What follows belongs to an exercise in optimizing a design on an open flow for small area, a short achievable clock period and few clock cycles per item; a production flow would make more cautious choices. At most, simulation tests tie the RTL to the original design; equivalence was not proved.

==> garnet: inputs <==
Design euler3, start of the top module:
module euler3( input logic clk,
               input logic        reset,
               input logic        enable,
               input logic [63:0] max_value,
               output logic       results_valid,
               output logic [63:0] results
               );
  localparam C = 8;
  reg [63:0] y;
  reg        done;
  reg [1:0]  p;         
  reg        dv;        
  reg [C-1:0] fr;       
  reg [1:0]  rl;        
  reg        wide;      
  reg [7:0] addr;
  reg [12:0] x0;        
  reg [12:0] x1;        
  reg [12:0] x2;        
  reg [12:0] x3;        
  reg [12:0] x4;        
  reg [12:0] x5;        
  reg [12:0] x6;        
  reg [12:0] x7;        
  wire [32:0] xw = {x2[6:0], x1, x0};    
  reg [12:0] srn0; reg sdn0;
  reg [12:0] srn1; reg sdn1;
  reg [12:0] srn2; reg sdn2;
  reg [12:0] srn3; reg sdn3;
  reg [12:0] srn4; reg sdn4;
  reg [12:0] srn5; reg sdn5;
  reg [12:0] srn6; reg sdn6;
  reg [12:0] srn7; reg sdn7;
  wire [32:0] wr = {srn2[6:0], srn1, srn0};   
  reg        wrun, wp2, winc;
  assign results = y;
  assign results_valid = done;
  reg idle;
  wire hi2 = |y[63:52];
  wire hi1 = |y[51:26];
  wire first = (p == 2'd0);
  wire last = hi2 ? (p == 2'd2) : hi1 ? (p == 2'd1) : 1'b1;
  wire [25:0] ycn = ~((p == 2'd0) ? y[25:0] : (p == 2'd1) ? y[51:26] : {14'b0, y[63:52]});
  wire [C-1:0] div;
  wire [12:0] orn0; wire odn0; wire [25:0] qn0;
  e3_chain ch0(.x(x0), .ycn(ycn), .first(first), .srn(srn0), .sdn(sdn0),
               .orn(orn0), .odn(odn0), .qn(qn0), .div(div[0]));
  wire [12:0] orn1; wire odn1; wire [25:0] qn1;
  e3_chain ch1(.x(x1), .ycn(ycn), .first(first), .srn(srn1), .sdn(sdn1),
               .orn(orn1), .odn(odn1), .qn(qn1), .div(div[1]));
  wire [12:0] orn2; wire odn2; wire [25:0] qn2;
  e3_chain ch2(.x(x2), .ycn(ycn), .first(first), .srn(srn2), .sdn(sdn2),
               .orn(orn2), .odn(odn2), .qn(qn2), .div(div[2]));
  wire [12:0] orn3; wire odn3; wire [25:0] qn3;
  e3_chain ch3(.x(x3), .ycn(ycn), .first(first), .srn(srn3), .sdn(sdn3),
  ...
Settings: LEC_CHECK=0, ABC_CLOCK_PERIOD_IN_PS=200000, CAP_MARGIN=0, CORE_MARGIN=2, CORE_UTILIZATION=55, PLACE_DENSITY=0.6, SLEW_MARGIN=0, SYNTH_HIERARCHICAL=1, SYNTH_MEMORY_MAX_BITS=65536, SYNTH_MINIMUM_KEEP_SIZE=0; clock period 250.0 ns.
run.sh (not shown) runs the stock make flow with config.mk's settings and CLKGATE_MAP_FILE= SYNTH_SCRIPT=/design/flow/synth_recipe.tcl, a recipe that flattens the netlist after the stock synthesis.
==> inputs of tundra, as changes to garnet <==
==> flow/flow/run.sh (new file) <==
#!/bin/bash
# The standard layout (the standard.sh, unchanged synthesis and steps), with one
# difference: the port buffers that buffer_ports inserts are sky130_fd_sc_hd__buf_2
# cells instead of the delay buffers it picks by default.
set -euo pipefail
export BUFFER_PORTS_ARGS="-buffer_cell sky130_fd_sc_hd__buf_2"
bash standard.sh > standard.log 2>&1
==> flow/standard.sh (new file) <==
#!/bin/bash
# synth_recipe.tcl (not shown) runs the flow's synth.tcl, then flattens the netlist and writes it again
# the make line also repeats each setting of config.mk as NAME=value (left out here)
make -C /OpenROAD-flow-scripts/flow DESIGN_CONFIG=/design/flow/config.mk WORK_HOME=/design/flow/orfs CLKGATE_MAP_FILE= SYNTH_SCRIPT=/design/flow/synth_recipe.tcl "${@:-finish}"
Settings changed: CAP_MARGIN 0 to 10, CORE_UTILIZATION 55 to 40, CTS_BUF_LIST from default to sky130_fd_sc_hd__clkbuf_16, CTS_CLUSTER_DIAMETER from default to 80, CTS_CLUSTER_SIZE from default to 20, PLACE_DENSITY 0.6 to 0.45, SLEW_MARGIN 0 to 10.
removed: flow/run.sh
==> inputs of harbor, as changes to garnet <==
--- a/flow/design.v
+++ b/flow/design.v
@@ -232,11 +232,10 @@
   reg [63:0] y;
   reg        done;
   reg [1:0]  p;         
   reg        dv;        
   reg [C-1:0] fr;       
-  reg [1:0]  rl;        
   reg        wide;      
   reg [7:0] addr;
   reg [12:0] x0;        
   reg [12:0] x1;        
   reg [12:0] x2;        
@@ -256,11 +255,11 @@
   reg [12:0] srn7; reg sdn7;
   wire [32:0] wr = {srn2[6:0], srn1, srn0};   
   reg        wrun, wp2, winc;
   assign results = y;
   assign results_valid = done;
-  reg idle;
+  wire idle = reset | ~enable;
   wire hi2 = |y[63:52];
   wire hi1 = |y[51:26];
   wire first = (p == 2'd0);
   wire last = hi2 ? (p == 2'd2) : hi1 ? (p == 2'd1) : 1'b1;
   wire [25:0] ycn = ~((p == 2'd0) ? y[25:0] : (p == 2'd1) ? y[51:26] : {14'b0, y[63:52]});
@@ -323,31 +322,23 @@
   e3_gadd ga4(.prev(nx[3]), .g(rg[19:16]), .nxt(nx[4]));
   e3_gadd ga5(.prev(nx[4]), .g(rg[23:20]), .nxt(nx[5]));
   e3_gadd ga6(.prev(nx[5]), .g(rg[27:24]), .nxt(nx[6]));
   e3_gadd ga7(.prev(nx[6]), .g(rg[31:28]), .nxt(nx[7]));
   wire wq = wr[0] ^ y[0];
-  wire [31:0] wa = wr[32:1];
-  wire [31:0] wb = xw[32:1] & {32{wq & ~winc}};
+  wire [31:0] wa = wr[32:1] & {32{~winc}};
+  wire [31:0] wb = xw[32:1] & {32{wq | winc}};
   wire [32:0] wk;
   wire [32:0] wadd;
   assign wk[0] = winc | wr[0] | y[0];
   genvar h;
   generate for (h = 0; h < 32; h = h + 1) begin : wa_
     e3_fa u(.a(wa[h]), .b(wb[h]), .c(wk[h]), .s(wadd[h]), .co(wk[h+1]));
   end endgenerate
   assign wadd[32] = wk[32];
   wire wmatch = (wadd == xw);
   wire winb = wp2 ? ~wq : y[0];
-  wire stop_adv = ~yevbig & (|(nx[0][12:1] & z[12:1]));
-  wire [12:1] zq;
-  generate for (g = 1; g <= 12; g = g + 1) begin : zqq
-    if (g == 12) begin : t assign zq[g] = ~qn[25] & ~qn[24]; end
-    else begin : n assign zq[g] = zq[g+1] & ~qn[2*g+1] & ~qn[2*g]; end
-  end endgenerate
-  wire stop_div = |(x0[12:1] & zq);
   always @(posedge clk) begin
-    idle <= reset | ~enable;
     if (!wide) srn0 <= orn0;
     sdn0 <= odn0;
     if (!wide) srn1 <= orn1;
     sdn1 <= odn1;
     if (!wide) srn2 <= orn2;
@@ -386,11 +377,11 @@
           case (p)
             2'd0: y[25:0] <= qn;
             2'd1: y[51:26] <= qn;
             default: y[63:52] <= qn[11:0];
           endcase
-          if (p == rl) begin dv <= 1'b0; p <= 2'd0; end
+          if (last) begin dv <= 1'b0; p <= 2'd0; end
           else p <= p + 2'd1;
         end else if (first && stop) begin
           done <= 1'b1;
         end else if (!last) begin
           p <= p + 2'd1;
@@ -399,22 +390,14 @@
           if (divany && yevbig) begin
             y <= {1'b0, y[63:1]};    
           end else if (divany) begin
             if (first) begin
               if (qone) done <= 1'b1;
-              else begin
-                y[25:0] <= qn;
-                if (stop_div) done <= 1'b1;
-              end
+              else y[25:0] <= qn;
             end else begin
-              case (p)
-                2'd1: y[51:26] <= qn;
-                default: y[63:52] <= qn[11:0];
-              endcase
               dv <= 1'b1;
               fr <= fsel;
-              rl <= p - 2'd1;
             end
           end else begin
             if (addr == 8'd129) begin
               wide <= 1'b1;
               {x2[6:0], x1, x0} <= 33'd8193;
@@ -426,11 +409,10 @@
               x3 <= nx[3];
               x4 <= nx[4];
               x5 <= nx[5];
               x6 <= nx[6];
               x7 <= nx[7];
-              if (stop_adv) done <= 1'b1;
             end
             if (yevbig) y <= {1'b0, y[63:1]};
           end
         end
       end else begin
@@ -448,12 +430,11 @@
           {srn2[6:0], srn1, srn0} <= wadd;
           y <= {winb, y[63:1]};
           addr <= addr + 1'b1;
           if (addr[5:0] == 6'd63) begin
             if (!wp2) begin
-              {srn2[6:0], srn1, srn0} <= xw;
-              if (wmatch) wp2 <= 1'b1;
+              if (wmatch) begin wp2 <= 1'b1; {srn2[6:0], srn1, srn0} <= xw; end
               else begin wrun <= 1'b0; winc <= 1'b1; end
             end else begin
               wp2 <= 1'b0;
               wrun <= 1'b0;
             end
Settings changed: CAP_MARGIN 0 to 20, CORE_UTILIZATION 55 to 40, PLACE_DENSITY 0.6 to 0.45, SLEW_MARGIN 0 to 20.
==> inputs of juniper, as changes to garnet <==
--- a/flow/design.v
+++ b/flow/design.v
@@ -3,10 +3,16 @@
   assign co = (a & b) | (a & c) | (b & c);
 endmodule
 module e3_seln(input s1, input s2, input s3, input a, input b, input c, output yn);
   assign yn = ~((s1 & a) | (s2 & b) | (s3 & c));
 endmodule
+module e3_xnor2(input a, input b, output y);
+  assign y = ~(a ^ b);
+endmodule
+module e3_p14(input mn13, input cn13, input mn14, output y);
+  assign y = ~(mn14 ^ (mn13 | cn13));
+endmodule
 module e3_low(input rn0, input rn1, input dn, input yn0, input yn1, input x1,
               output s1, output s2, output s3, output cinn, output dno, output qn0, output qn1);
   wire un0, un1, wn0, wn1;
   e3_fa f1(.a(rn0), .b(dn), .c(yn0), .s(un0), .co(un1));
   e3_fa f2(.a(un1), .b(rn1), .c(yn1), .s(wn0), .co(wn1));
@@ -21,11 +27,11 @@
 endmodule
 module e3_row(input [12:0] rn, input dn, input yn0, input yn1,
               input [12:0] x, input [14:0] x3,
               output [12:0] rno, output dno, output [1:0] qn);
   wire s1, s2, s3;
-  wire [14:2] c;
+  wire [13:2] c;
   e3_low lo(.rn0(rn[0]), .rn1(rn[1]), .dn(dn), .yn0(yn0), .yn1(yn1), .x1(x[1]),
             .s1(s1), .s2(s2), .s3(s3), .cinn(c[2]), .dno(dno), .qn0(qn[0]), .qn1(qn[1]));
   wire [14:2] mn;
   genvar j;
   generate for (j = 2; j <= 12; j = j + 1) begin : sl
@@ -38,15 +44,47 @@
       e3_fa u(.a(rn[j]), .b(mn[j]), .c(c[j]), .s(rno[j-2]), .co(c[j+1]));
     end else begin : l
       e3_fa u(.a(rn[j]), .b(mn[j]), .c(c[j]), .s(rno[j-2]), .co(c[j+1]));
     end
   end endgenerate
-  assign rno[11] = ~(mn[13] ^ c[13]);
-  assign c[14] = mn[13] | c[13];
-  assign rno[12] = ~(mn[14] ^ c[14]);
+  e3_xnor2 p13(.a(mn[13]), .b(c[13]), .y(rno[11]));
+  e3_p14 p14(.mn13(mn[13]), .cn13(c[13]), .mn14(mn[14]), .y(rno[12]));
+endmodule
+module e3_or2(input a, input b, output y);
+  assign y = a | b;
+endmodule
+module e3_rowt(input [12:0] rn, input dn, input yn0, input yn1,
+               input [12:0] x, input [14:0] x3, input [12:0] ytn,
+               output [13:0] rno, output dno, output [1:0] qn);
+  wire s1, s2, s3, cinn;
+  e3_low lo(.rn0(rn[0]), .rn1(rn[1]), .dn(dn), .yn0(yn0), .yn1(yn1), .x1(x[1]),
+            .s1(s1), .s2(s2), .s3(s3), .cinn(cinn), .dno(dno), .qn0(qn[0]), .qn1(qn[1]));
+  wire [14:2] mn;
+  genvar j;
+  generate for (j = 2; j <= 12; j = j + 1) begin : sl
+    e3_seln u(.s1(s1), .s2(s2), .s3(s3), .a(x[j]), .b(x[j-1]), .c(x3[j]), .yn(mn[j]));
+  end endgenerate
+  assign mn[13] = ~((s2 & x[12]) | (s3 & x3[13]));
+  assign mn[14] = ~(s3 & x3[14]);
+  wire [14:2] sn;
+  wire [15:3] kn;
+  generate for (j = 2; j <= 12; j = j + 1) begin : cs
+    e3_fa u(.a(rn[j]), .b(mn[j]), .c(ytn[j-2]), .s(sn[j]), .co(kn[j+1]));
+  end endgenerate
+  e3_xnor2 s13(.a(mn[13]), .b(ytn[11]), .y(sn[13]));
+  e3_or2   k14(.a(mn[13]), .b(ytn[11]), .y(kn[14]));
+  e3_xnor2 s14(.a(mn[14]), .b(ytn[12]), .y(sn[14]));
+  e3_or2   k15(.a(mn[14]), .b(ytn[12]), .y(kn[15]));
+  wire [15:3] c;
+  e3_xnor2 r2(.a(sn[2]), .b(cinn), .y(rno[0]));
+  e3_or2   c3(.a(sn[2]), .b(cinn), .y(c[3]));
+  generate for (j = 3; j <= 14; j = j + 1) begin : ad
+    e3_fa u(.a(sn[j]), .b(kn[j]), .c(c[j]), .s(rno[j-2]), .co(c[j+1]));
+  end endgenerate
+  e3_xnor2 r15(.a(kn[15]), .b(c[15]), .y(rno[13]));
 endmodule
-module e3_chain(input [12:0] x, input [25:0] ycn, input first,
+module e3_chain(input [12:0] x, input [25:0] ycn, input [12:0] ytn, input first,
                 input [12:0] srn, input sdn,
                 output [12:0] orn, output odn,
                 output [25:0] qn, output div);
   wire [14:0] x3;
   wire [13:1] k;
@@ -61,17 +99,20 @@
   assign x3[14] = x[12] & k[13];
   wire [12:0] rn [0:13];
   wire        dn [0:13];
   assign rn[0] = first ? ~x : srn;
   assign dn[0] = sdn | first;
-  generate for (i = 0; i < 13; i = i + 1) begin : r
+  generate for (i = 0; i < 12; i = i + 1) begin : r
     e3_row u(.rn(rn[i]), .dn(dn[i]), .yn0(ycn[2*i]), .yn1(ycn[2*i+1]), .x(x), .x3(x3),
              .rno(rn[i+1]), .dno(dn[i+1]), .qn(qn[2*i+1:2*i]));
   end endgenerate
-  assign orn = rn[13];
+  wire [13:0] rt;
+  e3_rowt ul(.rn(rn[12]), .dn(dn[12]), .yn0(ycn[24]), .yn1(ycn[25]), .x(x), .x3(x3), .ytn(ytn),
+             .rno(rt), .dno(dn[13]), .qn(qn[25:24]));
+  assign orn = rt[12:0];
   assign odn = dn[13];
-  assign div = (&(orn[12:1] ^ x[12:1])) & (orn[0] ^ odn);
+  assign div = rt[13] & (&(rt[12:1] ^ x[12:1])) & (rt[0] ^ odn);
 endmodule
 module e3_rom(input [7:0] a, output reg [31:0] g);
   always @(*) begin
     case (a)
       8'd1: g = 32'h22101202;
@@ -257,39 +298,41 @@
   wire [32:0] wr = {srn2[6:0], srn1, srn0};   
   reg        wrun, wp2, winc;
   assign results = y;
   assign results_valid = done;
   reg idle;
-  wire hi2 = |y[63:52];
-  wire hi1 = |y[51:26];
+  wire n1 = ~(|y[63:39]) & (y[38:26] < x0);
+  wire n2 = ({1'b0, y[63:52]} < x0);
   wire first = (p == 2'd0);
-  wire last = hi2 ? (p == 2'd2) : hi1 ? (p == 2'd1) : 1'b1;
+  wire last = n1 ? (p == 2'd0) : n2 ? (p == 2'd1) : (p == 2'd2);
+  wire [12:0] yt = (last & ~dv) ? ((p == 2'd0) ? y[38:26] : (p == 2'd1) ? {1'b0, y[63:52]} : 13'd0) : 13'd0;
+  wire [12:0] ytn = ~yt;
   wire [25:0] ycn = ~((p == 2'd0) ? y[25:0] : (p == 2'd1) ? y[51:26] : {14'b0, y[63:52]});
   wire [C-1:0] div;
   wire [12:0] orn0; wire odn0; wire [25:0] qn0;
-  e3_chain ch0(.x(x0), .ycn(ycn), .first(first), .srn(srn0), .sdn(sdn0),
+  e3_chain ch0(.x(x0), .ycn(ycn), .ytn(ytn), .first(first), .srn(srn0), .sdn(sdn0),
                .orn(orn0), .odn(odn0), .qn(qn0), .div(div[0]));
   wire [12:0] orn1; wire odn1; wire [25:0] qn1;
-  e3_chain ch1(.x(x1), .ycn(ycn), .first(first), .srn(srn1), .sdn(sdn1),
+  e3_chain ch1(.x(x1), .ycn(ycn), .ytn(ytn), .first(first), .srn(srn1), .sdn(sdn1),
                .orn(orn1), .odn(odn1), .qn(qn1), .div(div[1]));
   wire [12:0] orn2; wire odn2; wire [25:0] qn2;
-  e3_chain ch2(.x(x2), .ycn(ycn), .first(first), .srn(srn2), .sdn(sdn2),
+  e3_chain ch2(.x(x2), .ycn(ycn), .ytn(ytn), .first(first), .srn(srn2), .sdn(sdn2),
                .orn(orn2), .odn(odn2), .qn(qn2), .div(div[2]));
   wire [12:0] orn3; wire odn3; wire [25:0] qn3;
-  e3_chain ch3(.x(x3), .ycn(ycn), .first(first), .srn(srn3), .sdn(sdn3),
+  e3_chain ch3(.x(x3), .ycn(ycn), .ytn(ytn), .first(first), .srn(srn3), .sdn(sdn3),
                .orn(orn3), .odn(odn3), .qn(qn3), .div(div[3]));
   wire [12:0] orn4; wire odn4; wire [25:0] qn4;
-  e3_chain ch4(.x(x4), .ycn(ycn), .first(first), .srn(srn4), .sdn(sdn4),
+  e3_chain ch4(.x(x4), .ycn(ycn), .ytn(ytn), .first(first), .srn(srn4), .sdn(sdn4),
                .orn(orn4), .odn(odn4), .qn(qn4), .div(div[4]));
   wire [12:0] orn5; wire odn5; wire [25:0] qn5;
-  e3_chain ch5(.x(x5), .ycn(ycn), .first(first), .srn(srn5), .sdn(sdn5),
+  e3_chain ch5(.x(x5), .ycn(ycn), .ytn(ytn), .first(first), .srn(srn5), .sdn(sdn5),
                .orn(orn5), .odn(odn5), .qn(qn5), .div(div[5]));
   wire [12:0] orn6; wire odn6; wire [25:0] qn6;
-  e3_chain ch6(.x(x6), .ycn(ycn), .first(first), .srn(srn6), .sdn(sdn6),
+  e3_chain ch6(.x(x6), .ycn(ycn), .ytn(ytn), .first(first), .srn(srn6), .sdn(sdn6),
                .orn(orn6), .odn(odn6), .qn(qn6), .div(div[6]));
   wire [12:0] orn7; wire odn7; wire [25:0] qn7;
-  e3_chain ch7(.x(x7), .ycn(ycn), .first(first), .srn(srn7), .sdn(sdn7),
+  e3_chain ch7(.x(x7), .ycn(ycn), .ytn(ytn), .first(first), .srn(srn7), .sdn(sdn7),
                .orn(orn7), .odn(odn7), .qn(qn7), .div(div[7]));
   wire divany = |div;
   wire [C-1:0] fsel = div & ~(div - 1'b1);    
   wire [C-1:0] usel = dv ? fr : fsel;
   reg  [25:0] qn;              
@@ -401,15 +444,16 @@
           end else if (divany) begin
             if (first) begin
               if (qone) done <= 1'b1;
               else begin
                 y[25:0] <= qn;
+                y[38:26] <= 0;
                 if (stop_div) done <= 1'b1;
               end
             end else begin
               case (p)
-                2'd1: y[51:26] <= qn;
+                2'd1: begin y[51:26] <= qn; y[63:52] <= 0; end
                 default: y[63:52] <= qn[11:0];
               endcase
               dv <= 1'b1;
               fr <= fsel;
               rl <= p - 2'd1;
==> flow/flow/run.sh (new file) <==
#!/bin/bash
# The standard layout (the standard.sh, unchanged synthesis and steps), with one
# difference: the port buffers that buffer_ports inserts are sky130_fd_sc_hd__buf_2
# cells instead of the delay buffers it picks by default.
set -euo pipefail
export BUFFER_PORTS_ARGS="-buffer_cell sky130_fd_sc_hd__buf_2"
bash standard.sh > standard.log 2>&1
==> flow/standard.sh (new file) <==
#!/bin/bash
# synth_recipe.tcl (not shown) runs the flow's synth.tcl, then flattens the netlist and writes it again
# the make line also repeats each setting of config.mk as NAME=value (left out here)
make -C /OpenROAD-flow-scripts/flow DESIGN_CONFIG=/design/flow/config.mk WORK_HOME=/design/flow/orfs CLKGATE_MAP_FILE= SYNTH_SCRIPT=/design/flow/synth_recipe.tcl "${@:-finish}"
Settings changed: CAP_MARGIN 0 to 10, CORE_UTILIZATION 55 to 40, CTS_BUF_LIST from default to sky130_fd_sc_hd__clkbuf_16, CTS_CLUSTER_DIAMETER from default to 80, CTS_CLUSTER_SIZE from default to 20, PLACE_DENSITY 0.6 to 0.45, SLEW_MARGIN 0 to 10.
removed: flow/run.sh
==> impl_results.md <==
* Status: no timing/DRC/antenna violations
* Non-clock buffering overhead in the final layout at ~4.3%
* Clock period minus final worst setup slack at around 53000 ps
* Critical Path End: srn2[1]
* First-pass GRT wire length at around 520000 um
* Standard-cell row count at 160
* Met3 capacity usage during global routing at under 10%
* WHS at 491.2 ps
* Number of cells on the critical path at 6
The numbers above come from harbor.

==> impl_results.md <==
* Status: failed layout checks
* Failing layout criteria: slew limit
* Met3 capacity usage during global routing at 17.86%
* Critical Path End: results_valid
* Number of cells on the critical path at 1
* Non-clock buffering overhead in the final layout at between 3 and 4%
* WHS at between 500 and 600 ps
* First-pass GRT wire length at 487600 um
* Standard-cell row count at about 140
* Final slew viol count at 1
The numbers above come from garnet.

==> impl_results.md <==
* Standard-cell row count at between 150 and 200
* Clock period minus final worst setup slack at 51790 ps
* Slew at the pin closest to its max-slew limit at around 1500 ps
* WHS at around 500 ps
* Final Hold Fails at 0
* Status: no timing/DRC/antenna violations
* Non-clock buffering overhead in the final layout at 3.824%
The numbers above come from juniper.

==> impl_results.md <==
* WHS at 460.2 ps
* Non-clock buffering overhead in the final layout at 3.492%
* First-pass GRT wire length at between 500000 and 600000 um
* Met3 capacity usage during global routing at under 10%
* Number of cells on the critical path at 1
* Clock period minus final worst setup slack at 51650 ps
* Fraction of standard cell area that is sequential at approximately 8.4%
* Status: no timing/DRC/antenna violations
* First-pass iteration count of the detailed router at 15
* Standard-cell row count at 160
* Global Route met1 Usage at roughly half
* Critical Path End: results[17]
The numbers above come from tundra.

Testbench counts of garnet, summed over its fixed seeds: cycles 22,634, items 192.
Testbench counts of tundra, summed over its fixed seeds: cycles 22,634, items 192.
Testbench counts of juniper, summed over its fixed seeds: cycles 19,068, items 192.
Only the layout flow was run in harbor; the RTL was not checked for function there.

-- separate check: timing with driven ports --
How much do the figures lean on ideal ports? The routed layouts below were timed once more, with nothing changed but the port constraints. Step 1, drivers: a clkbuf_16 drives clk and a buf_2 each remaining input, both assumed. Step 2, shift: input delay + t, output delay - t, t = (earliest + latest rising clock arrival at the registers) / 2. This alone moves slack from input paths to output paths. Three values: ideal, step 1, step 2; two values: the first two.
run | t (ns) | slack for setup (ns) | hold slack, ns
garnet | 0.720 | 197.925 / 197.846 / 198.565 | 0.509 / 0.509 / 0.509
tundra | 0.726 | 198.346 / 198.261 / 198.986 | 0.460 / 0.460 / 0.460
harbor | 0.772 | 197.306 / 197.363 / 196.591 | 0.491 / 0.491 / 0.491
juniper | 0.720 | 198.214 / 198.139 / 198.859 | 0.499 / 0.499 / 0.499
The setup slack of harbor, which loses most, moves by +0.057 ns with the drivers and by -0.715 ns with both steps.
